This design comes from an exercise in tuning for small area on the open sky130 flow, not from production work. Function was checked by simulation only, so behaviour that the tests miss may differ from the original.

--- flow/design.v ---
`timescale 1 ns / 1 ps
module matching_cost_pc62 (input wire [61:0] x, output wire [5:0] y);
  wire [61:0] xi = ~x;
  wire s1, c2;
  assign s1 = ~(xi[0] ^ xi[10]);
  assign c2 = xi[0] | xi[10];
  wire s3, c4;
  assign {c4, s3} = xi[11] + xi[12] + xi[13];
  wire s5, c6;
  assign {c6, s5} = xi[14] + xi[15] + xi[16];
  wire s7, c8;
  assign {c8, s7} = xi[17] + xi[18] + xi[19];
  wire s9, c10;
  assign {c10, s9} = xi[1] + xi[20] + xi[21];
  wire s11, c12;
  assign {c12, s11} = xi[22] + xi[23] + xi[24];
  wire s13, c14;
  assign {c14, s13} = xi[25] + xi[26] + xi[27];
  wire s15, c16;
  assign {c16, s15} = xi[28] + xi[29] + xi[2];
  wire s17, c18;
  assign {c18, s17} = xi[30] + xi[31] + xi[32];
  wire s19, c20;
  assign {c20, s19} = xi[33] + xi[34] + xi[35];
  wire s21, c22;
  assign {c22, s21} = xi[36] + xi[37] + xi[38];
  wire s23, c24;
  assign {c24, s23} = xi[39] + xi[3] + xi[40];
  wire s25, c26;
  assign {c26, s25} = xi[41] + xi[42] + xi[43];
  wire s27, c28;
  assign {c28, s27} = xi[44] + xi[45] + xi[46];
  wire s29, c30;
  assign {c30, s29} = xi[47] + xi[48] + xi[49];
  wire s31, c32;
  assign {c32, s31} = xi[4] + xi[50] + xi[51];
  wire s33, c34;
  assign {c34, s33} = xi[52] + xi[53] + xi[54];
  wire s35, c36;
  assign {c36, s35} = xi[55] + xi[56] + xi[57];
  wire s37, c38;
  assign {c38, s37} = xi[58] + xi[59] + xi[5];
  wire s39, c40;
  assign {c40, s39} = xi[60] + xi[61] + xi[6];
  wire s41, c42;
  assign {c42, s41} = xi[7] + xi[8] + xi[9];
  wire s43, c44;
  assign {c44, s43} = s1 + s11 + s13;
  wire s45, c46;
  assign {c46, s45} = s15 + s17 + s19;
  wire s47, c48;
  assign {c48, s47} = s21 + s23 + s25;
  wire s49, c50;
  assign {c50, s49} = s27 + s29 + s3;
  wire s51, c52;
  assign {c52, s51} = s31 + s33 + s35;
  wire s53, c54;
  assign {c54, s53} = s37 + s39 + s41;
  wire s55, c56;
  assign {c56, s55} = s5 + s7 + s9;
  wire s57, c58;
  assign {c58, s57} = s43 + s45 + s47;
  wire s59, c60;
  assign {c60, s59} = s49 + s51 + s53;
  wire s61, c62;
  assign {c62, s61} = s55 + s57 + s59;
  wire s63, c64;
  assign {c64, s63} = c2 + c10 + c12;
  wire s65, c66;
  assign {c66, s65} = c14 + c16 + c18;
  wire s67, c68;
  assign {c68, s67} = c20 + c22 + c24;
  wire s69, c70;
  assign {c70, s69} = c26 + c28 + c30;
  wire s71, c72;
  assign {c72, s71} = c32 + c34 + c36;
  wire s73, c74;
  assign {c74, s73} = c38 + c4 + c40;
  wire s75, c76;
  assign {c76, s75} = c42 + c6 + c8;
  wire s77, c78;
  assign {c78, s77} = c44 + c46 + c48;
  wire s79, c80;
  assign {c80, s79} = c50 + c52 + c54;
  wire s81, c82;
  assign {c82, s81} = c56 + s63 + s65;
  wire s83, c84;
  assign {c84, s83} = s67 + s69 + s71;
  wire s85, c86;
  assign {c86, s85} = s73 + s75 + c58;
  wire s87, c88;
  assign {c88, s87} = c60 + s77 + s79;
  wire s89, c90;
  assign {c90, s89} = s81 + s83 + c62;
  wire s91, c92;
  assign {c92, s91} = s85 + s87 + s89;
  wire s93, c94;
  assign {c94, s93} = c64 + c66 + c68;
  wire s95, c96;
  assign {c96, s95} = c70 + c72 + c74;
  wire s97, c98;
  assign {c98, s97} = c76 + c78 + c80;
  wire s99, c100;
  assign {c100, s99} = c82 + c84 + s93;
  wire s101, c102;
  assign {c102, s101} = s95 + c86 + c88;
  wire s103, c104;
  assign {c104, s103} = s97 + s99 + c90;
  wire s105, c106;
  assign {c106, s105} = s101 + c92 + s103;
  wire s107, c108;
  assign {c108, s107} = c94 + c96 + c98;
  wire s109, c110;
  assign {c110, s109} = c100 + c102 + s107;
  wire s111, c112;
  assign {c112, s111} = c104 + s109 + c106;
  wire s113, c114;
  assign {c114, s113} = c108 + c110 + c112;
  assign y = ~{c114, s113, s111, s105, s91, s61};
endmodule
module matching_cost
#(
	parameter  MAXDISPARITY = 64 ,
	parameter  MATCHINGCOSTBITWID = 6 ,
	parameter  INPUTDATAWID = 63,
	parameter  OUTPUTDATAWID = 385
  )
(
	input wire                      clk ,
	input wire                      en ,
	input wire[INPUTDATAWID-1:0]    leftCTstream ,
	input wire[INPUTDATAWID-1:0]    rightCTstream ,
	output wire[OUTPUTDATAWID-1:0]  MatchingCost ,
	input  wire                     rst_n
);
reg [61:0] r [0:62];       
reg [62:0] l [0:6];        
reg [6:0]  cnt;              
integer i;
always @(posedge clk)
if (en) begin
	r[0] <= rightCTstream[61:0];
	for (i = 1; i < 63; i = i + 1)
		r[i] <= r[i-1];
	l[0] <= leftCTstream;
	for (i = 1; i < 7; i = i + 1)
		l[i] <= l[i-1];
end
always @(posedge clk)
if (!rst_n)
	cnt <= 7'd0;
else if (en && cnt != 7'd71)
	cnt <= cnt + 7'd1;
reg [OUTPUTDATAWID-1:0] out;     
always @(posedge clk)
if (en)
	out[OUTPUTDATAWID-1] <= (cnt >= 7'd7) & l[6][62];
assign MatchingCost[OUTPUTDATAWID-1] = out[OUTPUTDATAWID-1];
wire [8:0] hi_gt, hi_eq;
wire [7:0] lo_ge;
genvar g;
generate
for (g = 0; g < 9; g = g + 1) begin : pre_hi
	assign hi_gt[g] = (cnt[6:3] > g);
	assign hi_eq[g] = (cnt[6:3] == g);
end
for (g = 0; g < 8; g = g + 1) begin : pre_lo
	assign lo_ge[g] = (cnt[2:0] >= g);
end
for (g = 0; g < 63; g = g + 1) begin : sel
	wire valid = hi_gt[(8+g)/8] | (hi_eq[(8+g)/8] & lo_ge[(8+g)%8]);
	assign MatchingCost[6*g+5:6*g] = valid ? out[6*g+5:6*g] : out[383:378];
end
endgenerate
assign MatchingCost[383:378] = out[383:378];
reg vlast;
always @(posedge clk)
if (!rst_n)
	vlast <= 1'b0;
else if (en && cnt >= 7'd62)
	vlast <= 1'b1;
wire [61:0] rlast = r[62] & {62{vlast}};
wire [5:0] pc0;
matching_cost_pc62 u_pc0 (.x(l[6][61:0] ^ r[6]), .y(pc0));
always @(posedge clk)
if (en)
	out[5:0] <= pc0;
wire [5:0] pc1;
matching_cost_pc62 u_pc1 (.x(l[6][61:0] ^ r[7]), .y(pc1));
always @(posedge clk)
if (en)
	out[11:6] <= pc1;
wire [5:0] pc2;
matching_cost_pc62 u_pc2 (.x(l[6][61:0] ^ r[8]), .y(pc2));
always @(posedge clk)
if (en)
	out[17:12] <= pc2;
wire [5:0] pc3;
matching_cost_pc62 u_pc3 (.x(l[6][61:0] ^ r[9]), .y(pc3));
always @(posedge clk)
if (en)
	out[23:18] <= pc3;
wire [5:0] pc4;
matching_cost_pc62 u_pc4 (.x(l[6][61:0] ^ r[10]), .y(pc4));
always @(posedge clk)
if (en)
	out[29:24] <= pc4;
wire [5:0] pc5;
matching_cost_pc62 u_pc5 (.x(l[6][61:0] ^ r[11]), .y(pc5));
always @(posedge clk)
if (en)
	out[35:30] <= pc5;
wire [5:0] pc6;
matching_cost_pc62 u_pc6 (.x(l[6][61:0] ^ r[12]), .y(pc6));
always @(posedge clk)
if (en)
	out[41:36] <= pc6;
wire [5:0] pc7;
matching_cost_pc62 u_pc7 (.x(l[6][61:0] ^ r[13]), .y(pc7));
always @(posedge clk)
if (en)
	out[47:42] <= pc7;
wire [5:0] pc8;
matching_cost_pc62 u_pc8 (.x(l[6][61:0] ^ r[14]), .y(pc8));
always @(posedge clk)
if (en)
	out[53:48] <= pc8;
wire [5:0] pc9;
matching_cost_pc62 u_pc9 (.x(l[6][61:0] ^ r[15]), .y(pc9));
always @(posedge clk)
if (en)
	out[59:54] <= pc9;
wire [5:0] pc10;
matching_cost_pc62 u_pc10 (.x(l[6][61:0] ^ r[16]), .y(pc10));
always @(posedge clk)
if (en)
	out[65:60] <= pc10;
wire [5:0] pc11;
matching_cost_pc62 u_pc11 (.x(l[6][61:0] ^ r[17]), .y(pc11));
always @(posedge clk)
if (en)
	out[71:66] <= pc11;
wire [5:0] pc12;
matching_cost_pc62 u_pc12 (.x(l[6][61:0] ^ r[18]), .y(pc12));
always @(posedge clk)
if (en)
	out[77:72] <= pc12;
wire [5:0] pc13;
matching_cost_pc62 u_pc13 (.x(l[6][61:0] ^ r[19]), .y(pc13));
always @(posedge clk)
if (en)
	out[83:78] <= pc13;
wire [5:0] pc14;
matching_cost_pc62 u_pc14 (.x(l[6][61:0] ^ r[20]), .y(pc14));
always @(posedge clk)
if (en)
	out[89:84] <= pc14;
wire [5:0] pc15;
matching_cost_pc62 u_pc15 (.x(l[6][61:0] ^ r[21]), .y(pc15));
always @(posedge clk)
if (en)
	out[95:90] <= pc15;
wire [5:0] pc16;
matching_cost_pc62 u_pc16 (.x(l[6][61:0] ^ r[22]), .y(pc16));
always @(posedge clk)
if (en)
	out[101:96] <= pc16;
wire [5:0] pc17;
matching_cost_pc62 u_pc17 (.x(l[6][61:0] ^ r[23]), .y(pc17));
always @(posedge clk)
if (en)
	out[107:102] <= pc17;
wire [5:0] pc18;
matching_cost_pc62 u_pc18 (.x(l[6][61:0] ^ r[24]), .y(pc18));
always @(posedge clk)
if (en)
	out[113:108] <= pc18;
wire [5:0] pc19;
matching_cost_pc62 u_pc19 (.x(l[6][61:0] ^ r[25]), .y(pc19));
always @(posedge clk)
if (en)
	out[119:114] <= pc19;
wire [5:0] pc20;
matching_cost_pc62 u_pc20 (.x(l[6][61:0] ^ r[26]), .y(pc20));
always @(posedge clk)
if (en)
	out[125:120] <= pc20;
wire [5:0] pc21;
matching_cost_pc62 u_pc21 (.x(l[6][61:0] ^ r[27]), .y(pc21));
always @(posedge clk)
if (en)
	out[131:126] <= pc21;
wire [5:0] pc22;
matching_cost_pc62 u_pc22 (.x(l[6][61:0] ^ r[28]), .y(pc22));
always @(posedge clk)
if (en)
	out[137:132] <= pc22;
wire [5:0] pc23;
matching_cost_pc62 u_pc23 (.x(l[6][61:0] ^ r[29]), .y(pc23));
always @(posedge clk)
if (en)
	out[143:138] <= pc23;
wire [5:0] pc24;
matching_cost_pc62 u_pc24 (.x(l[6][61:0] ^ r[30]), .y(pc24));
always @(posedge clk)
if (en)
	out[149:144] <= pc24;
wire [5:0] pc25;
matching_cost_pc62 u_pc25 (.x(l[6][61:0] ^ r[31]), .y(pc25));
always @(posedge clk)
if (en)
	out[155:150] <= pc25;
wire [5:0] pc26;
matching_cost_pc62 u_pc26 (.x(l[6][61:0] ^ r[32]), .y(pc26));
always @(posedge clk)
if (en)
	out[161:156] <= pc26;
wire [5:0] pc27;
matching_cost_pc62 u_pc27 (.x(l[6][61:0] ^ r[33]), .y(pc27));
always @(posedge clk)
if (en)
	out[167:162] <= pc27;
wire [5:0] pc28;
matching_cost_pc62 u_pc28 (.x(l[6][61:0] ^ r[34]), .y(pc28));
always @(posedge clk)
if (en)
	out[173:168] <= pc28;
wire [5:0] pc29;
matching_cost_pc62 u_pc29 (.x(l[6][61:0] ^ r[35]), .y(pc29));
always @(posedge clk)
if (en)
	out[179:174] <= pc29;
wire [5:0] pc30;
matching_cost_pc62 u_pc30 (.x(l[6][61:0] ^ r[36]), .y(pc30));
always @(posedge clk)
if (en)
	out[185:180] <= pc30;
wire [5:0] pc31;
matching_cost_pc62 u_pc31 (.x(l[6][61:0] ^ r[37]), .y(pc31));
always @(posedge clk)
if (en)
	out[191:186] <= pc31;
wire [5:0] pc32;
matching_cost_pc62 u_pc32 (.x(l[6][61:0] ^ r[38]), .y(pc32));
always @(posedge clk)
if (en)
	out[197:192] <= pc32;
wire [5:0] pc33;
matching_cost_pc62 u_pc33 (.x(l[6][61:0] ^ r[39]), .y(pc33));
always @(posedge clk)
if (en)
	out[203:198] <= pc33;
wire [5:0] pc34;
matching_cost_pc62 u_pc34 (.x(l[6][61:0] ^ r[40]), .y(pc34));
always @(posedge clk)
if (en)
	out[209:204] <= pc34;
wire [5:0] pc35;
matching_cost_pc62 u_pc35 (.x(l[6][61:0] ^ r[41]), .y(pc35));
always @(posedge clk)
if (en)
	out[215:210] <= pc35;
wire [5:0] pc36;
matching_cost_pc62 u_pc36 (.x(l[6][61:0] ^ r[42]), .y(pc36));
always @(posedge clk)
if (en)
	out[221:216] <= pc36;
wire [5:0] pc37;
matching_cost_pc62 u_pc37 (.x(l[6][61:0] ^ r[43]), .y(pc37));
always @(posedge clk)
if (en)
	out[227:222] <= pc37;
wire [5:0] pc38;
matching_cost_pc62 u_pc38 (.x(l[6][61:0] ^ r[44]), .y(pc38));
always @(posedge clk)
if (en)
	out[233:228] <= pc38;
wire [5:0] pc39;
matching_cost_pc62 u_pc39 (.x(l[6][61:0] ^ r[45]), .y(pc39));
always @(posedge clk)
if (en)
	out[239:234] <= pc39;
wire [5:0] pc40;
matching_cost_pc62 u_pc40 (.x(l[6][61:0] ^ r[46]), .y(pc40));
always @(posedge clk)
if (en)
	out[245:240] <= pc40;
wire [5:0] pc41;
matching_cost_pc62 u_pc41 (.x(l[6][61:0] ^ r[47]), .y(pc41));
always @(posedge clk)
if (en)
	out[251:246] <= pc41;
wire [5:0] pc42;
matching_cost_pc62 u_pc42 (.x(l[6][61:0] ^ r[48]), .y(pc42));
always @(posedge clk)
if (en)
	out[257:252] <= pc42;
wire [5:0] pc43;
matching_cost_pc62 u_pc43 (.x(l[6][61:0] ^ r[49]), .y(pc43));
always @(posedge clk)
if (en)
	out[263:258] <= pc43;
wire [5:0] pc44;
matching_cost_pc62 u_pc44 (.x(l[6][61:0] ^ r[50]), .y(pc44));
always @(posedge clk)
if (en)
	out[269:264] <= pc44;
wire [5:0] pc45;
matching_cost_pc62 u_pc45 (.x(l[6][61:0] ^ r[51]), .y(pc45));
always @(posedge clk)
if (en)
	out[275:270] <= pc45;
wire [5:0] pc46;
matching_cost_pc62 u_pc46 (.x(l[6][61:0] ^ r[52]), .y(pc46));
always @(posedge clk)
if (en)
	out[281:276] <= pc46;
wire [5:0] pc47;
matching_cost_pc62 u_pc47 (.x(l[6][61:0] ^ r[53]), .y(pc47));
always @(posedge clk)
if (en)
	out[287:282] <= pc47;
wire [5:0] pc48;
matching_cost_pc62 u_pc48 (.x(l[6][61:0] ^ r[54]), .y(pc48));
always @(posedge clk)
if (en)
	out[293:288] <= pc48;
wire [5:0] pc49;
matching_cost_pc62 u_pc49 (.x(l[6][61:0] ^ r[55]), .y(pc49));
always @(posedge clk)
if (en)
	out[299:294] <= pc49;
wire [5:0] pc50;
matching_cost_pc62 u_pc50 (.x(l[6][61:0] ^ r[56]), .y(pc50));
always @(posedge clk)
if (en)
	out[305:300] <= pc50;
wire [5:0] pc51;
matching_cost_pc62 u_pc51 (.x(l[6][61:0] ^ r[57]), .y(pc51));
always @(posedge clk)
if (en)
	out[311:306] <= pc51;
wire [5:0] pc52;
matching_cost_pc62 u_pc52 (.x(l[6][61:0] ^ r[58]), .y(pc52));
always @(posedge clk)
if (en)
	out[317:312] <= pc52;
wire [5:0] pc53;
matching_cost_pc62 u_pc53 (.x(l[6][61:0] ^ r[59]), .y(pc53));
always @(posedge clk)
if (en)
	out[323:318] <= pc53;
wire [5:0] pc54;
matching_cost_pc62 u_pc54 (.x(l[6][61:0] ^ r[60]), .y(pc54));
always @(posedge clk)
if (en)
	out[329:324] <= pc54;
wire [5:0] pc55;
matching_cost_pc62 u_pc55 (.x(l[6][61:0] ^ r[61]), .y(pc55));
always @(posedge clk)
if (en)
	out[335:330] <= pc55;
wire [5:0] pc56;
matching_cost_pc62 u_pc56 (.x(l[6][61:0] ^ r[62]), .y(pc56));
always @(posedge clk)
if (en)
	out[341:336] <= pc56;
wire [5:0] pc57;
matching_cost_pc62 u_pc57 (.x(l[5][61:0] ^ r[62]), .y(pc57));
reg [5:0] res57 [0:0];
always @(posedge clk)
if (en) begin
	res57[0] <= pc57;
end
always @(posedge clk)
if (en)
	out[347:342] <= res57[0];
wire [5:0] pc58;
matching_cost_pc62 u_pc58 (.x(l[4][61:0] ^ r[62]), .y(pc58));
reg [5:0] res58 [0:1];
always @(posedge clk)
if (en) begin
	res58[0] <= pc58;
	res58[1] <= res58[0];
end
always @(posedge clk)
if (en)
	out[353:348] <= res58[1];
wire [5:0] pc59;
matching_cost_pc62 u_pc59 (.x(l[3][61:0] ^ r[62]), .y(pc59));
reg [5:0] res59 [0:2];
always @(posedge clk)
if (en) begin
	res59[0] <= pc59;
	res59[1] <= res59[0];
	res59[2] <= res59[1];
end
always @(posedge clk)
if (en)
	out[359:354] <= res59[2];
wire [5:0] pc60;
matching_cost_pc62 u_pc60 (.x(l[2][61:0] ^ r[62]), .y(pc60));
reg [5:0] res60 [0:3];
always @(posedge clk)
if (en) begin
	res60[0] <= pc60;
	res60[1] <= res60[0];
	res60[2] <= res60[1];
	res60[3] <= res60[2];
end
always @(posedge clk)
if (en)
	out[365:360] <= res60[3];
wire [5:0] pc61;
matching_cost_pc62 u_pc61 (.x(l[1][61:0] ^ r[62]), .y(pc61));
reg [5:0] res61 [0:4];
always @(posedge clk)
if (en) begin
	res61[0] <= pc61;
	res61[1] <= res61[0];
	res61[2] <= res61[1];
	res61[3] <= res61[2];
	res61[4] <= res61[3];
end
always @(posedge clk)
if (en)
	out[371:366] <= res61[4];
wire [5:0] pc62;
matching_cost_pc62 u_pc62 (.x(l[0][61:0] ^ r[62]), .y(pc62));
reg [5:0] res62 [0:5];
always @(posedge clk)
if (en) begin
	res62[0] <= pc62;
	res62[1] <= res62[0];
	res62[2] <= res62[1];
	res62[3] <= res62[2];
	res62[4] <= res62[3];
	res62[5] <= res62[4];
end
always @(posedge clk)
if (en)
	out[377:372] <= res62[5];
wire [5:0] pc63;
matching_cost_pc62 u_pc63 (.x(leftCTstream[61:0] ^ rlast), .y(pc63));
reg [5:0] res63 [0:6];
always @(posedge clk)
if (!rst_n)
	res63[0] <= 6'd0;
else if (en)
	res63[0] <= pc63;
always @(posedge clk)
if (en) begin
	res63[1] <= res63[0];
	res63[2] <= res63[1];
	res63[3] <= res63[2];
	res63[4] <= res63[3];
	res63[5] <= res63[4];
	res63[6] <= res63[5];
end
always @(posedge clk)
if (en)
	out[383:378] <= res63[6];
endmodule
--- flow/flow/run.sh ---
#!/bin/bash
# Own layout flow: the standard flow (standard.sh) with these changes:
#  - after the standard synthesis (run unchanged), flow/polarity_fix.py removes
#    inverters between full adders (a full adder fed with complemented inputs
#    gives complemented outputs, so each full adder is used in the polarity that
#    needs the fewest inverters); flow/simcheck.py then compares the netlist
#    before and after on random vectors (every register input and output port),
#    and the unmodified netlist is kept if they differ. Registers are untouched.
#  - the ports are buffered with sky130_fd_sc_hd__buf_1 (one buffer per port, as
#    in the standard flow) instead of the cell buffer_ports picks by default;
#  - CTS runs with the sink clustering settings below and without dummy loads;
#  - detailed routing gets more antenna repair iterations.
# Every tool's output goes to its own log: ORFS's per-step logs under orfs/logs/,
# make's output in make_synth.log and make.log, the netlist pass in polarity.log.
set -euo pipefail
export BUFFER_PORTS_ARGS="-buffer_cell sky130_fd_sc_hd__buf_1"
export CTS_ARGS="-sink_clustering_enable -repair_clock_nets -sink_clustering_size 25 -sink_clustering_max_diameter 60 -dont_use_dummy_load"
export MAX_REPAIR_ANTENNAS_ITER_DRT=12
bash standard.sh synth > make_synth.log 2>&1
R=orfs/results/${FLOW_PLATFORM:-sky130hd}/matching_cost/base
cp "$R/1_2_yosys.v" standard_synth.v
if python3 flow/polarity_fix.py "$R/1_2_yosys.v" > polarity.log 2>&1 &&
   python3 flow/simcheck.py standard_synth.v "$R/1_2_yosys.v" 20 >> polarity.log 2>&1; then
  echo "netlist pass applied" >> polarity.log
else
  echo "netlist pass not applied" >> polarity.log
  cp standard_synth.v "$R/1_2_yosys.v"
fi
rm -f "$R/1_synth.odb" "$R/1_synth.sdc"
bash standard.sh > make.log 2>&1
--- flow/flow/polarity_fix.py ---
#!/usr/bin/env python3
"""Remove inverters between full adders in a flat Yosys netlist (in place).

A full adder is self-dual: FA(~a, ~b, ~c) = (~sum, ~carry). So any full adder may
be replaced by the same cell fed with the complements of its inputs, and its
outputs are then the complements of the original ones. This script picks, for
every sky130_fd_sc_hd__fa_1, whether to use it that way, so as to need as few
inverters as possible between full adders; an XOR/XNOR gate that feeds only one
full-adder input may be swapped for its complement instead of inverting its
output. Registers, ports and every other cell are left as they are.

usage: polarity_fix.py NETLIST.v
"""
import re, sys, collections, random

path = sys.argv[1]
txt = open(path).read()
CELL = re.compile(r'\n  (sky130_fd_sc_hd__\w+) (\\\S+ |\S+) \((.*?)\n  \);', re.S)
PIN = re.compile(r'\.(\w+)\(([^()]*)\)')
OUTPINS = {'X', 'Y', 'Q', 'Q_N', 'SUM', 'COUT', 'HI', 'LO'}

def norm(n):
    n = n.strip()
    return n + ' ' if n.startswith('\\') else n

cells = []
for m in CELL.finditer(txt):
    typ, name, body = m.group(1), m.group(2), m.group(3)
    pins = [(p, norm(n)) for p, n in PIN.findall(body)]
    cells.append({'typ': typ, 'name': name, 'pins': dict(pins), 'order': [p for p, _ in pins],
                  'span': m.span()})
byname = {c['name']: c for c in cells}
drv = {}
loads = collections.defaultdict(list)
for c in cells:
    for p, n in c['pins'].items():
        if p in OUTPINS:
            drv[n] = (c['name'], p)
        else:
            loads[n].append((c['name'], p))

def typ(name): return byname[name]['typ']
def is_fa(name): return typ(name) == 'sky130_fd_sc_hd__fa_1'
def is_inv(name): return typ(name) == 'sky130_fd_sc_hd__inv_1'
def is_x(name): return typ(name) in ('sky130_fd_sc_hd__xor2_1', 'sky130_fd_sc_hd__xnor2_1')

fas = [c['name'] for c in cells if is_fa(c['name'])]
idx = {n: i for i, n in enumerate(fas)}
N = len(fas)

# consumer pins of FA outputs (directly, or through one inverter)
# each entry: (consumer cell, pin, source net, currently inverted)
cons = []
handled_invs = set()
for u in fas:
    for op in ('SUM', 'COUT'):
        n = byname[u]['pins'][op]
        for (l, lp) in loads[n]:
            if is_inv(l):
                handled_invs.add(l)
                m = byname[l]['pins']['Y']
                for (l2, lp2) in loads[m]:
                    cons.append((l2, lp2, n, 1))
            else:
                cons.append((l, lp, n, 0))
# an inverter of an FA output that also feeds an inverter (or a port) is left alone
for l in list(handled_invs):
    m = byname[l]['pins']['Y']
    if any(is_inv(x) for x, _ in loads[m]) or m not in loads or not loads[m] or \
            re.match(r'^(MatchingCost|leftCTstream|rightCTstream)', m):
        handled_invs.discard(l)
cons = [c for c in cons if not (c[3] == 1 and drv[c[2]] and False)]

# leaf XOR/XNOR gates that feed exactly one FA input (directly)
leaf_of = {}   # (fa, pin) -> xor cell name
for v in fas:
    for p in ('A', 'B', 'CIN'):
        n = byname[v]['pins'][p]
        d = drv.get(n)
        if d and is_x(d[0]) and len(loads[n]) == 1:
            leaf_of[(v, p)] = d[0]

edges = []        # (u, v, c): FA u output -> FA v input, c = currently inverted
fixed = []        # (x, c): one inverter if q[x] ^ c
for (l, lp, n, c) in cons:
    u = drv[n][0]
    if is_fa(l) and lp in ('A', 'B', 'CIN'):
        edges.append((idx[u], idx[l], c))
    else:
        fixed.append((idx[u], c))
for v in fas:
    for p in ('A', 'B', 'CIN'):
        n = byname[v]['pins'][p]
        d = drv.get(n)
        if (v, p) in leaf_of:
            continue
        if d and is_fa(d[0]):
            continue
        if d and is_inv(d[0]) and d[0] in handled_invs:
            continue
        # some other producer: the input keeps its polarity unless v flips
        fixed.append((idx[v], 0))
adj = collections.defaultdict(list)
for u, v, c in edges:
    adj[u].append((v, c)); adj[v].append((u, c))
fx = collections.defaultdict(list)
for x, c in fixed:
    fx[x].append(c)

def cost(q):
    return sum(c ^ q[u] ^ q[v] for u, v, c in edges) + sum(c ^ q[x] for x, c in fixed)

rng = random.Random(1)
# connected components (one per adder tree), each optimised on its own
comp = [-1] * N
comps = []
for s0 in range(N):
    if comp[s0] >= 0:
        continue
    stack, members = [s0], []
    comp[s0] = len(comps)
    while stack:
        x = stack.pop(); members.append(x)
        for y, _ in adj[x]:
            if comp[y] < 0:
                comp[y] = len(comps); stack.append(y)
    comps.append(members)

def ccost(q, members):
    t = 0
    for x in members:
        t += sum(c ^ q[x] ^ q[y] for y, c in adj[x] if y > x or comp[y] != comp[x])
        t += sum(c ^ q[x] for c in fx[x])
    return t

def local(q, members):
    improved = True
    while improved:
        improved = False
        for x in members:
            d = sum((c ^ (1 - q[x]) ^ q[y]) - (c ^ q[x] ^ q[y]) for y, c in adj[x])
            d += sum((c ^ (1 - q[x])) - (c ^ q[x]) for c in fx[x])
            if d < 0:
                q[x] ^= 1; improved = True

q = [0] * N
for members in comps:
    best, bestv = None, None
    for trial in range(4):
        if trial:
            for x in members: q[x] = rng.randint(0, 1)
        else:
            for x in members: q[x] = 0
        local(q, members)
        cst = ccost(q, members)
        for it in range(400):
            saved = {x: q[x] for x in members}
            for _ in range(rng.randint(1, 4)):
                x = rng.choice(members); q[x] ^= 1
                for y, c in adj[x]:
                    if rng.random() < 0.5: q[y] ^= 1
            local(q, members)
            c2 = ccost(q, members)
            if c2 <= cst:
                cst = c2
            else:
                for x in members: q[x] = saved[x]
        if best is None or cst < best:
            best, bestv = cst, {x: q[x] for x in members}
    for x in members: q[x] = bestv[x]
best = cost(q)
bestq = q
q = bestq
print(f"full adders {N}, inverters between them now {cost([0]*N)}, after {best}")

# ---- rewrite ----
newpins = {c['name']: dict(c['pins']) for c in cells}
newtyp = {c['name']: c['typ'] for c in cells}
invnets = {}      # source net -> inverted net (new inverter)
newcells = []
newwires = []
def inverted(n):
    if n not in invnets:
        k = len(invnets)
        net = f"_polinv_{k}_"
        invnets[n] = net
        newwires.append(net)
        newcells.append(('sky130_fd_sc_hd__inv_1', f"_polinv_cell_{k}_", [('A', n), ('Y', net)]))
    return invnets[n]

for (l, lp, n, c) in cons:
    u = drv[n][0]
    qu = q[idx[u]]
    qv = q[idx[l]] if (is_fa(l) and lp in ('A', 'B', 'CIN')) else 0
    need = c ^ qu ^ qv
    newpins[l][lp] = inverted(n) if need else n
for v in fas:
    if not q[idx[v]]:
        continue
    for p in ('A', 'B', 'CIN'):
        n = byname[v]['pins'][p]
        d = drv.get(n)
        if (v, p) in leaf_of:
            x = leaf_of[(v, p)]
            if newtyp[x] == 'sky130_fd_sc_hd__xor2_1':
                newtyp[x] = 'sky130_fd_sc_hd__xnor2_1'
                newpins[x]['Y'] = newpins[x].pop('X')
            else:
                newtyp[x] = 'sky130_fd_sc_hd__xor2_1'
                newpins[x]['X'] = newpins[x].pop('Y')
        elif d and is_fa(d[0]):
            pass   # handled through cons
        elif d and is_inv(d[0]) and d[0] in handled_invs:
            pass
        else:
            newpins[v][p] = inverted(n)

# drop old inverters that no longer drive anything
used = collections.Counter()
for name, pins in newpins.items():
    for p, n in pins.items():
        if p not in OUTPINS:
            used[n] += 1
for _, _, pins in newcells:
    for p, n in pins:
        if p == 'A':
            used[n] += 1
dropped = set()
dropped_nets = set()
for l in handled_invs:
    y = newpins[l]['Y']
    if used[y] == 0 and not re.match(r'^(MatchingCost)', y):
        dropped.add(l); dropped_nets.add(y)
print(f"old inverters removed {len(dropped)}, new inverters {len(newcells)}")

out = []
pos = 0
for c in cells:
    s, e = c['span']
    out.append(txt[pos:s])
    pos = e
    if c['name'] in dropped:
        continue
    t = newtyp[c['name']]
    pins = newpins[c['name']]
    order = [p for p in c['order'] if p in pins] + [p for p in pins if p not in c['order']]
    body = ",\n".join(f"    .{p}({pins[p]})" for p in order)
    out.append(f"\n  {t} {c['name']} (\n{body}\n  );")
rest = txt[pos:]
add = "".join(f"\n  {t} {nm} (\n" + ",\n".join(f"    .{p}({n})" for p, n in pins) + "\n  );"
              for t, nm, pins in newcells)
i = rest.rfind('\nendmodule')
out.append(rest[:i] + add + rest[i:])
res = "".join(out)
# wire declarations: add the new nets, drop the dead ones
decl = "".join(f"  wire {w};\n" for w in newwires)
res = re.sub(r'(\n  wire [^;\n]*;\n)', lambda m: m.group(1) + decl, res, count=1)
for w in dropped_nets:
    res = res.replace(f"\n  wire {w};", "", 1)
open(path, 'w').write(res)
--- flow/flow/simcheck.py ---
#!/usr/bin/env python3
"""Random-vector check that two flat netlists compute the same next-state and
output functions (registers and ports matched by name). Cells are evaluated
from the liberty 'function' strings, 64 vectors at a time."""
import re, sys, random, collections
import os
LIB = os.path.join(os.environ.get('FLOW_HOME', '/OpenROAD-flow-scripts/flow'), 'platforms/sky130hd/lib/sky130_fd_sc_hd__tt_025C_1v80.lib')
lib = open(LIB).read()
funcs = {}
for m in re.finditer(r'\n    cell \("(sky130_fd_sc_hd__\w+)"\)', lib):
    name = m.group(1)
    j = lib.find('\n    cell (', m.end())
    body = lib[m.end(): j if j > 0 else len(lib)]
    f = {}
    for pm in re.finditer(r'\n        pin \("(\w+)"\) \{(.*?)\n        \}', body, re.S):
        fm = re.search(r'function : "([^"]+)"', pm.group(2))
        if fm: f[pm.group(1)] = fm.group(1)
    funcs[name] = f
def tr(expr):
    e = expr.replace('!', ' ~').replace('*', ' & ').replace('+', ' | ').replace('^', ' ^ ')
    return re.sub(r'\b([A-Z][A-Z0-9_]*)\b', r"v['\1']", e)
compiled = {}
def getf(t, p):
    k = (t, p)
    if k not in compiled:
        compiled[k] = eval('lambda v: ' + tr(funcs[t][p]))
    return compiled[k]
CELL = re.compile(r'\n  (sky130_fd_sc_hd__\w+) (\\\S+ |\S+) \((.*?)\n  \);', re.S)
PIN = re.compile(r'\.(\w+)\(([^()]*)\)')
def norm(n):
    n = n.strip(); return n
def load(path):
    txt = open(path).read()
    cells = []
    for m in CELL.finditer(txt):
        pins = {p: norm(n) for p, n in PIN.findall(m.group(3))}
        cells.append((m.group(1), m.group(2), pins))
    return cells
MASK = (1 << 64) - 1
def run(cells, seed_vals):
    val = dict(seed_vals)
    seq = {}   # flop name -> (D value later)
    comb = []
    for t, nm, pins in cells:
        if 'dfxtp' in t or 'edfxtp' in t or 'dfrtp' in t:
            seq[nm] = (t, pins)
        else:
            comb.append((t, nm, pins))
    # flop outputs are free inputs, keyed by flop name
    for nm, (t, pins) in seq.items():
        val[pins['Q']] = seed_vals.get('FF:' + nm, 0)
    drv = {}
    for t, nm, pins in comb:
        for p, n in pins.items():
            if p in funcs[t]: drv[n] = (t, nm, pins, p)
    sys.setrecursionlimit(100000)
    def ev(n):
        if n in val: return val[n]
        if n not in drv:
            if n in ("1'h0",): return 0
            if n in ("1'h1",): return MASK
            raise KeyError(n)
        t, nm, pins, p = drv[n]
        v = {q: ev(pins[q]) for q in pins if q not in funcs[t]}
        r = getf(t, p)(v) & MASK
        val[n] = r
        return r
    outs = {}
    for nm, (t, pins) in seq.items():
        for p in pins:
            if p in ('D', 'DE'): outs[nm + '.' + p] = ev(pins[p])
    for n in list(drv):
        if n.startswith('MatchingCost'): outs[n] = ev(n)
    return outs
a, b = load(sys.argv[1]), load(sys.argv[2])
rng = random.Random(7)
ins = set()
for t, nm, pins in a:
    for p, n in pins.items():
        if re.match(r'^(leftCTstream|rightCTstream|en|rst_n)\b', n): ins.add(n)
flops = [nm for t, nm, pins in a if 'dfxtp' in t]
for it in range(int(sys.argv[3]) if len(sys.argv) > 3 else 4):
    seed = {n: rng.getrandbits(64) for n in ins}
    for f in flops: seed['FF:' + f] = rng.getrandbits(64)
    oa, ob = run(a, seed), run(b, seed)
    assert oa.keys() == ob.keys(), (len(oa), len(ob))
    bad = [k for k in oa if oa[k] != ob[k]]
    print(f"round {it}: {len(oa)} signals compared, {len(bad)} differ", bad[:5])
    if bad: sys.exit(1)
--- flow/standard.sh ---
#!/bin/bash
# synth_recipe.tcl (not shown) runs the flow's synth.tcl, then flattens the netlist and writes it again
# the make line also repeats each setting of config.mk as NAME=value (left out here)
make -C /OpenROAD-flow-scripts/flow DESIGN_CONFIG=/design/flow/config.mk WORK_HOME=/design/flow/orfs CLKGATE_MAP_FILE= SYNTH_SCRIPT=/design/flow/synth_recipe.tcl "${@:-finish}"
--- flow/config.mk ---
export PLATFORM = sky130hd
export DESIGN_NAME = matching_cost
export DESIGN_NICKNAME = matching_cost
export VERILOG_FILES = /design/flow/design.v
export SDC_FILE = /design/flow/constraint.sdc
export NUM_CORES = 8
export LEC_CHECK = 0
export CAP_MARGIN = 20
export CORE_MARGIN = 2
export CORE_UTILIZATION = 70
export PLACE_DENSITY = 0.8
export SLEW_MARGIN = 20
--- flow/constraint.sdc ---
create_clock -name core_clock -period 6.67 [get_ports {clk}]
set_input_delay 1.3340 -clock core_clock [delete_from_list [all_inputs] [get_ports {clk}]]
set_output_delay 1.3340 -clock core_clock [all_outputs]
set_load 0.01 [all_outputs]
==> notes.md, run 1 <==
outcome=finished clean; Post-route DRC=0; # setup viols final=0; CTS tree=built; CP arrival=just over 7 ns; Hold-fix buffers, CTS=0; grt ovf=0; most frequent cells in the layout=4894 x edfxtp_1, 3906 x xor2_1, 3584 x fa_1; CP max stage cell=edfxtp_1; Hold/Removal Path Class=register to register; YS warnings=10; Fin Setup TNS=0 ns; CP endpoint=out[22]$_DFFE_PP_; vias in the first global route=139000; commonest non-fill, non-tap cell in the layout=edfxtp_1; row count=224; Pre-antenna DRT Iters=5; worst flop-to-flop path startpoint=l[6][23]$_DFFE_PP_; Mean Syn Cell Area=19.2 µm²; First DRT Iteration DRCs=between 15000 and 20000; Slew Limit Fails=0; CP most frequent cell=fa_1; synthesized cell area=roughly 260000 µm²; Worst Setup End Kind=register; Fin Clk Skew=0.0994 ns; Tmin final=~6.5 ns; via count=130000; CP startpoint=l[6][23]$_DFFE_PP_; CP required=7.44 ns; Synth Instances=between 10000 and 15000; WL per Instance=a little over 40 µm; Setup Fix Bufs, Post-CTS=0; Clock transition at path regs=approximately 0.090 ns; Setup CP Type=register to register; gp weighted congestion=approximately 1.1; Achievable Freq=0.155 GHz; Tcrit/Tclk final=0.968; Register-to-Register Path Depth=11; Initial Utilization=0.704; maxcap violations=0; sequence of cells on the critical path=buf_12 > xor2_1 > fa_1 > fa_1 > fa_1 > fa_1 > fa_1 > fa_1 > fa_1 > fa_1 > fa_1; area of the die=380000 µm²; family with the most delay on the worst path=adder cells; Max-Slew Margin vs Limit=0.153; Routed WL=roughly 800 mm; Num CTS Buffers=369; worst-case clock buffer depth=4; HPWL Detailed=603 mm; HP Start=l[5][62]$_DFFE_PP_; IO Port Bufs=around 510; Layout Cells excl Fill=19400; layout cells sized above 1=0.0799; H-tree depth=5; Final #Nets=approximately 18000; dpl cells=roughly 19000; clock sink count=about 4900; vias per cell=around 6.7; clk latency of the worst-skew pair=1.04 ns; Net Count, Synth=roughly 17000; CP Max Fanout=20; slowest stage delay, CP=~1.1 ns; Die Ht=between 600 and 700 µm; root buffer cell=clkbuf_16; DRT antenna net count=0; slew at the pin with the worst max-slew slack=about 1.3 ns; Worst R2R End=out[22]$_DFFE_PP_; GRT Overall Usage=0.432; io pins=between 500 and 600; core area=about 370000 µm²; first-pass GRT wire length=1090 mm; DIE WIDTH=between 600 and 700 µm; Startpoint Class=register; initial antenna violation count=72; RSZ-0062 raised after global routing=false; Hold Fails Final Rpt=0; Worst Path Buf+Inv=1; # resized after CTS=0; area added between synthesis and finish=7.42%; largest net degree at the start of global routing=between 150 and 200; WP depth=11
==> state kept, by name, indices dropped and copies added, names as in the netlist <==
register	count
res60	24
r	3906
res59	18
res57	6
res63	42
l	441
vlast	1
res62	36
res61	30
cnt	7
res58	12
out	385
==> per-layer routing <==
layer	GRT usage	vias up	routed length [µm]
met4	0.323	38	75100
met1	0.541	69400	258000
met5	0.00417	-	461
met2	0.654	10300	370000
met3	0.120	2314	97200
li1	-	47700	-
==> how the worst min path moves through the flow <==
stage	to	slack [ns]	cells past startpoint
after floorplan	l[1][62]$_DFFE_PP_	0.40	0
after detailed placement	out[362]$_DFFE_PP_	0.40	0
final	l[6][62]$_DFFE_PP_	0.39	0
after global placement	res62[2][3]$_DFFE_PP_	0.40	0
after CTS	res61[3][0]$_DFFE_PP_	0.39	0
after global routing	l[6][62]$_DFFE_PP_	0.39	0
==> layout make-up <==
type	count	area, µm²
clock buffer	369	9230
antenna	127	318
multi-input combinational	8214	113000
timing repair buffer	851	6150
sequential	4908	147000
tap	4972	6220
inverter	6	22.5
fill	20500	90800
==> stage by stage <==
step | hold slack [ns] | utilization | instance area, µm² | setup WS (ns)
4_1_cts | 0.392 | 0.756 | 282000 | 0.220
3_3_place_gp | 0.400 | 0.731 | 273000 | 0.127
2_1_floorplan | 0.400 | - | 263000 | 0.635
6_report | 0.389 | 0.757 | 282000 | 0.217
5_1_grt | 0.389 | 0.756 | 282000 | 0.141
3_5_place_dp | 0.405 | 0.731 | 273000 | 0.0645
==> worst reg2reg max path, stage by stage, from the launching register on <==
cell      delay [ns]
edfxtp_1        1.10
buf_12          0.34
xor2_1          0.26
fa_1            0.49
fa_1            0.48
fa_1            0.54
fa_1            0.42
fa_1            0.43
fa_1            0.49
fa_1            0.47
fa_1            0.48
fa_1            0.76
==> inputs of run 2 (changes only) <==
--- a/flow/flow/run.sh
+++ b/flow/flow/run.sh
@@ -14,7 +14,7 @@
 # make's output in make_synth.log and make.log, the netlist pass in polarity.log.
 set -euo pipefail
 export BUFFER_PORTS_ARGS="-buffer_cell sky130_fd_sc_hd__buf_1"
-export CTS_ARGS="-sink_clustering_enable -repair_clock_nets -sink_clustering_size 25 -sink_clustering_max_diameter 60 -dont_use_dummy_load"
+export CTS_ARGS="-sink_clustering_enable -repair_clock_nets -sink_clustering_size 24 -sink_clustering_max_diameter 80 -dont_use_dummy_load"
 export MAX_REPAIR_ANTENNAS_ITER_DRT=12
 bash standard.sh synth > make_synth.log 2>&1
 R=orfs/results/${FLOW_PLATFORM:-sky130hd}/matching_cost/base
==> notes.md, run 2 <==
# resized after CTS=0 (unchanged); Setup Fix Bufs, Post-CTS=0 (unchanged); grt ovf=0 (unchanged); Pre-antenna DRT Iters=8 (was 5); Synth Instances=13700 (unchanged); Startpoint Class=register (unchanged); Net Count, Synth=17500 (unchanged); row count=224 (unchanged); CP Max Fanout=15 (was 20); RSZ-0062 raised after global routing=false (unchanged); largest net degree at the start of global routing=197 (unchanged); Hold/Removal Path Class=register to register (unchanged); clock sink count=4908 (unchanged); Largest Register=r (unchanged); Worst Path Buf+Inv=1 (unchanged); first-pass GRT wire length=1090 mm (about the same); placed cell areas=273000 µm² (unchanged); CP most frequent cell=fa_1 (unchanged); Achievable Freq=0.157 GHz (was 0.155 GHz); GR Util met3=0.112 (was 0.120); clk latency of the worst-skew pair=1.05 ns (was 1.04 ns); sequence of cells on the critical path=buf_4 > xor2_1 > fa_1 > fa_1 > fa_1 > fa_1 > fa_1 > fa_1 > fa_1 > fa_1 > fa_1 (was buf_12 > xor2_1 > fa_1 > fa_1 > fa_1 > fa_1 > fa_1 > fa_1 > fa_1 > fa_1 > fa_1); WL per Instance=41.1 µm (was 41.2 µm); vias in the first global route=137000 (was 139000); Largest register FFs=3906 (unchanged); Filler cells=21000 (was 20500); Setup CP Type=register to register (unchanged); slowest stage delay, CP=0.88 ns (was 1.10 ns); synthesized cell area=263000 µm² (unchanged); CP required=7.37 ns (was 7.44 ns); via count=129000 (was 130000); fin area=279000 µm² (was 282000 µm²); Post-route DRC=0 (unchanged); Hold-fix buffers, CTS=0 (unchanged); Mean Syn Cell Area=19.2 µm² (unchanged); family with the most delay on the worst path=adder cells (unchanged); area added between synthesis and finish=6.20% (was 7.42%); Largest regs=r (3906), l (441), out (385) (unchanged); CP arrival=7.09 ns (was 7.22 ns); YS warnings=10 (unchanged); most crowded layer after global routing=met2 (unchanged); Tcrit/Tclk final=0.958 (was 0.968); area of the die=380000 µm² (unchanged); Layout Cells excl Fill=19300 (was 19400); GRT Overall Usage=0.429 (was 0.432); CP max stage cell=edfxtp_1 (unchanged); DRT antenna net count=0 (unchanged); Clock transition at path regs=0.10 ns (was 0.09 ns); Tmin final=6.39 ns (was 6.45 ns); maxcap violations=0 (unchanged); IO Port Bufs=512 (unchanged); Worst Setup End Kind=register (unchanged); layout cells sized above 1=0.0717 (was 0.0799); Slew Limit Fails=0 (unchanged); Final #Nets=18000 (was 18100); gp weighted congestion=1.06 (unchanged); io pins=514 (unchanged); root buffer cell=clkbuf_16 (unchanged); core area=373000 µm² (unchanged); outcome=finished clean (unchanged); met1 Use GR=0.544 (was 0.541); # setup viols final=0 (unchanged); Fin Setup TNS=0 ns (unchanged); worst-case clock buffer depth=4 (unchanged); HPWL Detailed=603 mm (unchanged); Routed WL=794 mm (was 801 mm); Fin Clk Skew=0.111 ns (was 0.0994 ns); Initial Utilization=0.704 (unchanged); H-tree depth=4 (was 5); First DRT Iteration DRCs=18500 (was 18700); DIE WIDTH=617 µm (unchanged); slew at the pin with the worst max-slew slack=1.28 ns (was 1.27 ns); dpl cells=19000 (unchanged); commonest non-fill, non-tap cell in the layout=edfxtp_1 (unchanged); most frequent cells in the layout=4894 x edfxtp_1, 3906 x xor2_1, 3584 x fa_1 (unchanged); Max-Slew Margin vs Limit=0.148 (was 0.153); CTS tree=built (unchanged); initial antenna violation count=68 (was 72); vias per cell=6.67 (about the same); Hold Fails Final Rpt=0 (unchanged); routing usage on met2=0.651 (was 0.654); Die Ht=617 µm (unchanged); Num CTS Buffers=242 (was 369)
-- run 2: path summary, 6_finish.rpt --
kind | from | end | slack, ns | cells past startpoint
hold reg to reg | r[0][54]$_DFFE_PP_ | r[1][54]$_DFFE_PP_ | 0.37 | 0
setup reg to reg | l[6][39]$_DFFE_PP_ | out[202]$_DFFE_PP_ | 0.28 | 11
setup / recovery | l[6][39]$_DFFE_PP_ | out[202]$_DFFE_PP_ | 0.28 | 11
hold / removal | r[0][54]$_DFFE_PP_ | r[1][54]$_DFFE_PP_ | 0.37 | 0
-- run 2: stage by stage --
step	utilization	hold WS [ns]	setup slack (ns)
CTS	0.747	0.374	0.264
finish	0.748	0.370	0.283
global route	0.748	0.370	0.180
global placement	0.731	0.400	0.127
floorplan	-	0.400	0.635
detailed placement	0.731	0.405	0.0645
-- run 2: cell type report --
class,count,area [µm²],area share
sequential,4908,147000,0.528
clock buffer,242,6060,0.0217
multi-input combinational,8214,113000,0.405
inverter,6,22.5,0.0000807
antenna,120,300,0.00108
tap,4972,6220,0.0223
timing repair buffer,851,6150,0.0220
-- run 2: per-layer routing --
layer / routed length [µm] / vias to the layer above
met2: 368000 / 10000
met1: 258000 / 69200
met5: 258 / -
met4: 73700 / 22
li1: - / 47400
met3: 94400 / 2155
==> inputs of run 3 (changes only) <==
--- a/flow/config.mk
+++ b/flow/config.mk
@@ -7,6 +7,6 @@
 export LEC_CHECK = 0
 export CAP_MARGIN = 20
 export CORE_MARGIN = 2
-export CORE_UTILIZATION = 70
-export PLACE_DENSITY = 0.8
+export CORE_UTILIZATION = 75
+export PLACE_DENSITY = 0.85
 export SLEW_MARGIN = 20
==> notes.md, run 3 <==
slew at the pin with the worst max-slew slack=1.34 ns (was 1.28 ns); Clock transition at path regs=0.10 ns (about the same); GR Util met3=0.144 (was 0.112); Setup Fix Bufs, Post-CTS=0 (unchanged); met1 Use GR=0.582 (was 0.544); Register-to-Register Path Depth=12 (was 11); placed cell areas=272000 µm² (was 273000 µm²); Fin Setup TNS=0 ns (unchanged); clk latency of the worst-skew pair=1.06 ns (was 1.05 ns); Final #Nets=17900 (was 18000); Die Ht=596 µm (was 617 µm); commonest non-fill, non-tap cell in the layout=edfxtp_1 (unchanged); Pre-antenna DRT Iters=8 (unchanged); H-tree depth=4 (unchanged); io pins=514 (unchanged); largest net degree at the start of global routing=201 (was 197); Routed WL=798 mm (was 794 mm); worst-case clock buffer depth=4 (unchanged); Core Util, Final=0.797 (was 0.748); Hold Fails Final Rpt=0 (unchanged); Tmin final=6.28 ns (was 6.39 ns); Mean Syn Cell Area=19.2 µm² (unchanged); Synth Instances=13700 (unchanged); most frequent cells in the layout=4894 x edfxtp_1, 3906 x xor2_1, 3584 x fa_1 (unchanged); area of the die=355000 µm² (was 380000 µm²); CTS tree=built (unchanged); Largest Register=r (unchanged); WL per Instance=42.3 µm (was 41.1 µm); layout cells sized above 1=0.0672 (was 0.0717); row count=217 (was 224); grt ovf=0 (unchanged); RSZ-0062 raised after global routing=false (unchanged); worst flop-to-flop path startpoint=l[6][55]$_DFFE_PP_ (was l[6][39]$_DFFE_PP_); Max-Slew Margin vs Limit=0.102 (was 0.148); area added between synthesis and finish=5.95% (was 6.20%); vias in the first global route=139000 (was 137000); CP required=7.37 ns (about the same); DRT antenna net count=0 (unchanged); Largest register FFs=3906 (unchanged); synthesized cell area=263000 µm² (unchanged); core area=349000 µm² (was 373000 µm²); gp weighted congestion=1.05 (was 1.06); # setup viols final=0 (unchanged); DIE WIDTH=596 µm (was 617 µm); Hold/Removal Path Class=register to register (unchanged); Net Count, Synth=17500 (unchanged); Filler cells=17400 (was 21000); Largest regs=r (3906), l (441), out (385) (unchanged); First DRT Iteration DRCs=20200 (was 18500); # resized after CTS=0 (unchanged); CP arrival=6.99 ns (was 7.09 ns); CP Max Fanout=29 (was 15); fin area=278000 µm² (was 279000 µm²); YS warnings=10 (unchanged); IO Port Bufs=512 (unchanged); GRT Overall Usage=0.463 (was 0.429); first-pass GRT wire length=1090 mm (about the same); clock sink count=4908 (unchanged); routing usage on met2=0.686 (was 0.651); Initial Utilization=0.753 (was 0.704); HPWL Detailed=595 mm (was 603 mm); root buffer cell=clkbuf_16 (unchanged); CP startpoint=l[6][55]$_DFFE_PP_ (was l[6][39]$_DFFE_PP_); via count=131000 (was 129000); Slew Limit Fails=0 (unchanged); Post-route DRC=0 (unchanged); maxcap violations=0 (unchanged); Worst R2R End=out[191]$_DFFE_PP_ (was out[202]$_DFFE_PP_); HP Start=r[3][48]$_DFFE_PP_ (was r[0][54]$_DFFE_PP_); Tcrit/Tclk final=0.942 (was 0.958); hold path depth=0 (unchanged); Worst Setup End Kind=register (unchanged); Worst Hold Path EP=r[4][48]$_DFFE_PP_ (was r[1][54]$_DFFE_PP_); Hold-fix buffers, CTS=0 (unchanged); initial antenna violation count=86 (was 68); Startpoint Class=register (unchanged); vias per cell=6.91 (was 6.67); most crowded layer after global routing=met2 (unchanged); outcome=finished clean (unchanged); Num CTS Buffers=238 (was 242); Achievable Freq=0.159 GHz (was 0.157 GHz); Setup CP Type=register to register (unchanged); Fin Clk Skew=0.121 ns (was 0.111 ns)
-- run 3: worst max-delay path by stage --
| stage | to | cells past startpoint |
|---|---|---|
| floorplan | res63[0][4]$_SDFFE_PN0P_ | 12 |
| global placement | res63[0][4]$_SDFFE_PN0P_ | 13 |
| detailed placement | res63[0][4]$_SDFFE_PN0P_ | 13 |
| CTS | res63[0][4]$_SDFFE_PN0P_ | 13 |
| global route | res63[0][4]$_SDFFE_PN0P_ | 13 |
| finish | out[191]$_DFFE_PP_ | 12 |
-- run 3: final cells by class --
type                       instances  area, µm²  share of cell area
sequential                      4908     147000               0.529
multi-input combinational       8214     113000               0.406
timing repair buffer             790       6020              0.0216
clock buffer                     238       5960              0.0214
tap                             4599       5750              0.0207
antenna                          141        353             0.00127
inverter                           6       22.5           0.0000809
-- run 3: metrics by stage --
step           setup slack [ns]  instances  hold WS, ns
6_report                  0.388      18900        0.413
5_1_grt                   0.290      18900        0.412
4_1_cts                   0.414      18800        0.385
3_5_place_dp             -0.185      18500        0.405
3_3_place_gp              0.102      18500        0.400
2_1_floorplan             0.635      13700        0.400
-- run 3: layer usage --
| metal | vias up | routed length, µm |
|---|---|---|
| met4 | 34 | 77400 |
| met5 | - | 352 |
| met2 | 11500 | 363000 |
| met3 | 2335 | 108000 |
| met1 | 69400 | 250000 |
| li1 | 47400 | - |
-- run 3: critical path, stage by stage (launching register included) --
cell and delay (ns):
edfxtp_1 0.46, buf_12 0.27, buf_4 0.33, xor2_1 0.25, fa_1 0.48, fa_1 0.67, fa_1 0.55, fa_1 0.50
fa_1 0.44, fa_1 0.51, fa_1 0.47, fa_1 0.47, fa_1 0.47
==> inputs of run 4 (changes only) <==
--- a/flow/config.mk
+++ b/flow/config.mk
@@ -5,8 +5,8 @@
 export SDC_FILE = /design/flow/constraint.sdc
 export NUM_CORES = 8
 export LEC_CHECK = 0
-export CAP_MARGIN = 20
+export CAP_MARGIN = 10
 export CORE_MARGIN = 2
 export CORE_UTILIZATION = 75
 export PLACE_DENSITY = 0.85
-export SLEW_MARGIN = 20
+export SLEW_MARGIN = 10
==> notes.md, run 4 <==
Final #Nets=17900 (about the same); YS warnings=10 (unchanged); Largest regs=r (3906), l (441), out (385) (unchanged); Net Count, Synth=17500 (unchanged); outcome=finished clean (unchanged); Setup CP Type=register to register (unchanged); Fin Setup TNS=0 ns (unchanged); Startpoint Class=register (unchanged); CP Max Fanout=8 (was 29); area added between synthesis and finish=5.95% (about the same); vias in the first global route=139000 (about the same); Filler cells=17500 (was 17400); clk latency of the worst-skew pair=1.07 ns (was 1.06 ns); area of the multi-input gates=113000 µm² (about the same); First DRT Iteration DRCs=20300 (was 20200); via count=130000 (was 131000); placed cell areas=272000 µm² (about the same); Mean Syn Cell Area=19.2 µm² (unchanged); Max-Slew Margin vs Limit=0.0820 (was 0.102); # resized after CTS=0 (unchanged); worst-case clock buffer depth=4 (unchanged); Largest Register=r (unchanged); Pre-antenna DRT Iters=6 (was 8); CP arrival=7.37 ns (was 6.99 ns); Worst Setup End Kind=register (unchanged); GRT Overall Usage=0.463 (about the same); Layout Cells excl Fill=18900 (about the same); DRT antenna net count=0 (unchanged); Initial Utilization=0.753 (unchanged); Setup Fix Bufs, Post-CTS=0 (unchanged); DIE WIDTH=596 µm (unchanged); row count=217 (unchanged); first-pass GRT wire length=1090 mm (about the same); slew at the pin with the worst max-slew slack=1.37 ns (was 1.34 ns); Achievable Freq=0.154 GHz (was 0.159 GHz); gp weighted congestion=1.05 (unchanged); Largest register FFs=3906 (unchanged); commonest non-fill, non-tap cell in the layout=edfxtp_1 (unchanged); # setup viols final=0 (unchanged); CTS tree=built (unchanged); initial antenna violation count=92 (was 86); maxcap violations=0 (unchanged); Routed WL=798 mm (about the same); root buffer cell=clkbuf_16 (unchanged); area of the die=355000 µm² (unchanged); synthesized cell area=263000 µm² (unchanged); IO Port Bufs=512 (unchanged); core area=349000 µm² (unchanged); clock sink count=4908 (unchanged); largest net degree at the start of global routing=201 (unchanged); RSZ-0062 raised after global routing=false (unchanged); Hold/Removal Path Class=register to register (unchanged); flip-flop and latch area=147000 µm² (unchanged); Num CTS Buffers=239 (was 238); HPWL Detailed=595 mm (about the same); Hold-fix buffers, CTS=0 (unchanged); Clock transition at path regs=0.10 ns (about the same); io pins=514 (unchanged); Slew Limit Fails=0 (unchanged); Tcrit/Tclk final=0.971 (was 0.942); fin area=278000 µm² (about the same); CP required=7.57 ns (was 7.37 ns); Hold Fails Final Rpt=0 (unchanged); Fin Clk Skew=0.114 ns (was 0.121 ns); Tmin final=6.48 ns (was 6.28 ns); H-tree depth=4 (unchanged); dpl cells=18500 (about the same); vias per cell=6.90 (was 6.91); grt ovf=0 (unchanged); layout cells sized above 1=0.0671 (was 0.0672); WL per Instance=42.2 µm (was 42.3 µm); Die Ht=596 µm (unchanged); Post-route DRC=0 (unchanged); Synth Instances=13700 (unchanged); most frequent cells in the layout=4894 x edfxtp_1, 3906 x xor2_1, 3584 x fa_1 (unchanged)
-- run 4: cell types whose count changed in the layout (fill, tap and decap cells not counted) --
cell and change:
a31oi_1 +1, a31oi_2 -1, buf_16 +1, buf_8 -1, clkbuf_16 +1, clkbuf_4 +1, clkbuf_8 -1, o21ai_1 +1
o21ai_2 -1
-- run 4: critical path: stages (launching register included) --
cell and delay, ns:
edfxtp_1 0.88, nand2_1 0.20, xnor2_1 0.50, fa_1 0.52
fa_1 0.51, fa_1 0.66, fa_1 0.46, fa_1 0.43
fa_1 0.50, fa_1 0.46, fa_1 0.46, fa_1 0.56
mux2i_1 0.07, nor2b_1 0.13
-- run 4: worst paths after layout --
path / from / end / slack [ns] / cells after the start
setup reg to reg: r[62][25]$_DFFE_PP_ / res63[0][4]$_SDFFE_PN0P_ / 0.19 / 13
hold reg to reg: r[5][49]$_DFFE_PP_ / r[6][49]$_DFFE_PP_ / 0.40 / 0
setup / recovery: r[62][25]$_DFFE_PP_ / res63[0][4]$_SDFFE_PN0P_ / 0.19 / 13
hold / removal: r[5][49]$_DFFE_PP_ / r[6][49]$_DFFE_PP_ / 0.40 / 0
-- run 4: cell type report --
type / instances / area share
sequential: 4908 / 0.529
multi-input combinational: 8214 / 0.406
timing repair buffer: 790 / 0.0216
clock buffer: 239 / 0.0215
tap: 4599 / 0.0207
antenna: 141 / 0.00127
inverter: 6 / 0.0000809
-- run 4: stage by stage --
stage / hold slack [ns] / utilization / setup slack (ns)
2_1_floorplan: 0.400 / - / 0.635
3_3_place_gp: 0.400 / 0.779 / 0.102
3_5_place_dp: 0.405 / 0.779 / -0.0646
4_1_cts: 0.364 / 0.796 / 0.394
5_1_grt: 0.392 / 0.797 / 0.0911
6_report: 0.404 / 0.797 / 0.191
-- run 4: layer usage --
layer	global-route usage	part of all wire
met1	0.583	0.31
met4	0.345	0.095
met3	0.137	0.13
met5	0	0.00032
met2	0.693	0.46
==> inputs of run 5 (changes only) <==
--- a/flow/flow/run.sh
+++ b/flow/flow/run.sh
@@ -14,7 +14,7 @@
 # make's output in make_synth.log and make.log, the netlist pass in polarity.log.
 set -euo pipefail
 export BUFFER_PORTS_ARGS="-buffer_cell sky130_fd_sc_hd__buf_1"
-export CTS_ARGS="-sink_clustering_enable -repair_clock_nets -sink_clustering_size 24 -sink_clustering_max_diameter 80 -dont_use_dummy_load"
+export CTS_ARGS="-sink_clustering_enable -repair_clock_nets -sink_clustering_size 26 -sink_clustering_max_diameter 90 -dont_use_dummy_load"
 export MAX_REPAIR_ANTENNAS_ITER_DRT=12
 bash standard.sh synth > make_synth.log 2>&1
 R=orfs/results/${FLOW_PLATFORM:-sky130hd}/matching_cost/base
--- a/flow/config.mk
+++ b/flow/config.mk
@@ -5,8 +5,8 @@
 export SDC_FILE = /design/flow/constraint.sdc
 export NUM_CORES = 8
 export LEC_CHECK = 0
-export CAP_MARGIN = 10
+export CAP_MARGIN = 20
 export CORE_MARGIN = 2
 export CORE_UTILIZATION = 75
 export PLACE_DENSITY = 0.85
-export SLEW_MARGIN = 10
+export SLEW_MARGIN = 20
==> notes.md, run 5 <==
Hold/Removal Path Class=register to register (unchanged); Post-route DRC=0 (unchanged); # resized after CTS=0 (unchanged); initial antenna violation count=84 (was 92); Largest regs=r (3906), l (441), out (385) (unchanged); CP Max Fanout=8 (unchanged); family with the most delay on the worst path=adder cells (unchanged); Tmin final=6.33 ns (was 6.48 ns); CP arrival=7.19 ns (was 7.37 ns); placed cell areas=272000 µm² (about the same); CTS tree=built (unchanged); row count=217 (unchanged); area of the multi-input gates=113000 µm² (about the same); vias in the first global route=139000 (about the same); Fin Setup TNS=0 ns (unchanged); CP max stage cell=edfxtp_1 (unchanged); area of the die=355000 µm² (unchanged); IO Port Bufs=512 (unchanged); Max-Slew Margin vs Limit=0.138 (was 0.0820); maxcap violations=0 (unchanged); post-placement setup slack=-0.185 ns (was -0.0646 ns); Largest Register=r (unchanged); # setup viols final=0 (unchanged); Synth Instances=13700 (unchanged); Setup CP Type=register to register (unchanged); synthesized cell area=263000 µm² (unchanged); Fin Clk Skew=0.134 ns (was 0.114 ns); root buffer cell=clkbuf_16 (unchanged); Pre-antenna DRT Iters=9 (was 6); Achievable Freq=0.158 GHz (was 0.154 GHz); most frequent cells in the layout=4894 x edfxtp_1, 3906 x xor2_1, 3584 x fa_1 (unchanged); core area=349000 µm² (unchanged); area added between synthesis and finish=5.76% (was 5.95%); Filler cells=17500 (about the same); sequence of cells on the critical path=nand2_1 > xnor2_1 > fa_1 > fa_1 > fa_1 > fa_1 > fa_1 > fa_1 > fa_1 > fa_1 > fa_1 > mux2i_1 > nor2b_1 (unchanged); First DRT Iteration DRCs=19800 (was 20300); clock sink count=4908 (unchanged); worst-case clock buffer depth=4 (unchanged); io pins=514 (unchanged); vias per cell=6.91 (was 6.90); Worst Path Buf+Inv=0 (unchanged); Net Count, Synth=17500 (unchanged); Num CTS Buffers=219 (was 239); gp weighted congestion=1.05 (unchanged); clk latency of the worst-skew pair=1.06 ns (was 1.07 ns); Routed WL=795 mm (was 798 mm); Startpoint Class=register (unchanged); Worst Setup End Kind=register (unchanged); Hold-fix buffers, CTS=0 (unchanged); layout cells sized above 1=0.0659 (was 0.0671); Setup Fix Bufs, Post-CTS=0 (unchanged); flip-flop and latch area=147000 µm² (unchanged); grt ovf=0 (unchanged); Clock transition at path regs=0.10 ns (about the same); Largest register FFs=3906 (unchanged); Die Ht=596 µm (unchanged); first-pass GRT wire length=1090 mm (about the same); Tcrit/Tclk final=0.950 (was 0.971); slew at the pin with the worst max-slew slack=1.29 ns (was 1.37 ns); Mean Syn Cell Area=19.2 µm² (unchanged); largest net degree at the start of global routing=201 (unchanged); GRT Overall Usage=0.461 (was 0.463); Slew Limit Fails=0 (unchanged); Initial Utilization=0.753 (unchanged); DIE WIDTH=596 µm (unchanged); slowest stage delay, CP=0.87 ns (was 0.88 ns); final worst slack=0.336 ns (was 0.191 ns); Hold Fails Final Rpt=0 (unchanged); YS warnings=10 (unchanged); WL per Instance=42.1 µm (was 42.2 µm); via count=130000 (about the same); HPWL Detailed=595 mm (about the same); H-tree depth=4 (unchanged); DRT antenna net count=0 (unchanged); Final #Nets=17900 (about the same); CP most frequent cell=fa_1 (unchanged); RSZ-0062 raised after global routing=false (unchanged); fin area=278000 µm² (about the same); CP required=7.52 ns (was 7.57 ns); outcome=finished clean (unchanged); commonest non-fill, non-tap cell in the layout=edfxtp_1 (unchanged)
run 5: per-layer routing:
| metal | GRT usage | vias up | share of wire |
|---|---|---|---|
| met1 | 0.581 | 69300 | 0.31 |
| met5 | 0 | - | 0.00051 |
| li1 | - | 47300 | - |
| met2 | 0.688 | 11400 | 0.46 |
| met4 | 0.342 | 48 | 0.094 |
| met3 | 0.141 | 2316 | 0.14 |
run 5: area by class of cell:
type / instances / share of cell area
sequential: 4908 / 0.530
multi-input combinational: 8214 / 0.407
timing repair buffer: 789 / 0.0216
tap: 4599 / 0.0207
clock buffer: 219 / 0.0197
antenna: 136 / 0.00122
inverter: 6 / 0.0000810
run 5: final timing paths:
path,depth (start not counted),start,slack (ns),to
worst min-delay path,0,l[0][58]$_DFFE_PP_,0.38,l[1][58]$_DFFE_PP_
worst min register to register,0,l[0][58]$_DFFE_PP_,0.38,l[1][58]$_DFFE_PP_
worst max register to register,13,r[62][29]$_DFFE_PP_,0.34,res63[0][4]$_SDFFE_PN0P_
worst max-delay path,13,r[62][29]$_DFFE_PP_,0.34,res63[0][4]$_SDFFE_PN0P_
run 5: through the flow:
step	hold WS, ns	instances	util
after global placement	0.400	18500	0.779
after detailed placement	0.405	18500	0.779
after global routing	0.384	18800	0.796
after floorplan	0.400	13700	-
final	0.379	18900	0.796
after CTS	0.382	18700	0.795
run 5: worst reg2reg max path: cells and delay by family, from the launching register on:
kind | cells | cell delay [ns]
simple gates | 2 | 0.39
flops | 1 | 0.87
mux | 1 | 0.07
fa+ha+maj | 9 | 4.52
xor+xnor | 1 | 0.35

-- port drivers added, routing unchanged --
The flow's constraints put no driver on any port. The routed layouts listed below were extracted and timed again, unchanged, in two steps. Step 1, drivers: a clkbuf_16 drives clk and a buf_2 each remaining input, both assumed. Step 2 adds t to the input delays and takes it off the output delays; t is the mean of the earliest and latest rising clock arrival at the registers after step 1. Input paths then give back, and output paths get back, about the clock's delay inside the block. Three values: ideal ports, drivers, drivers and shift; two values: the first two.
run | t, ns | setup WS [ns] | clock arrival spread, ns
run 1 | 1.116 | 0.217 / 0.217 / 0.084 | 0.120 / 0.120
run 2 | 1.134 | 0.283 / 0.283 / -0.006 | 0.115 / 0.115
run 3 | 1.133 | 0.388 / 0.321 / -0.291 | 0.133 / 0.133
run 4 | 1.137 | 0.191 / 0.191 / -0.255 | 0.123 / 0.122
run 5 | 1.116 | 0.336 / 0.325 / -0.236 | 0.140 / 0.139
With both steps, setup timing fails in run 2, run 3, run 4 and run 5, where it was met with ideal ports. The setup slack of run 3, which loses most, moves by -0.067 ns with the drivers and by -0.679 ns with both steps.
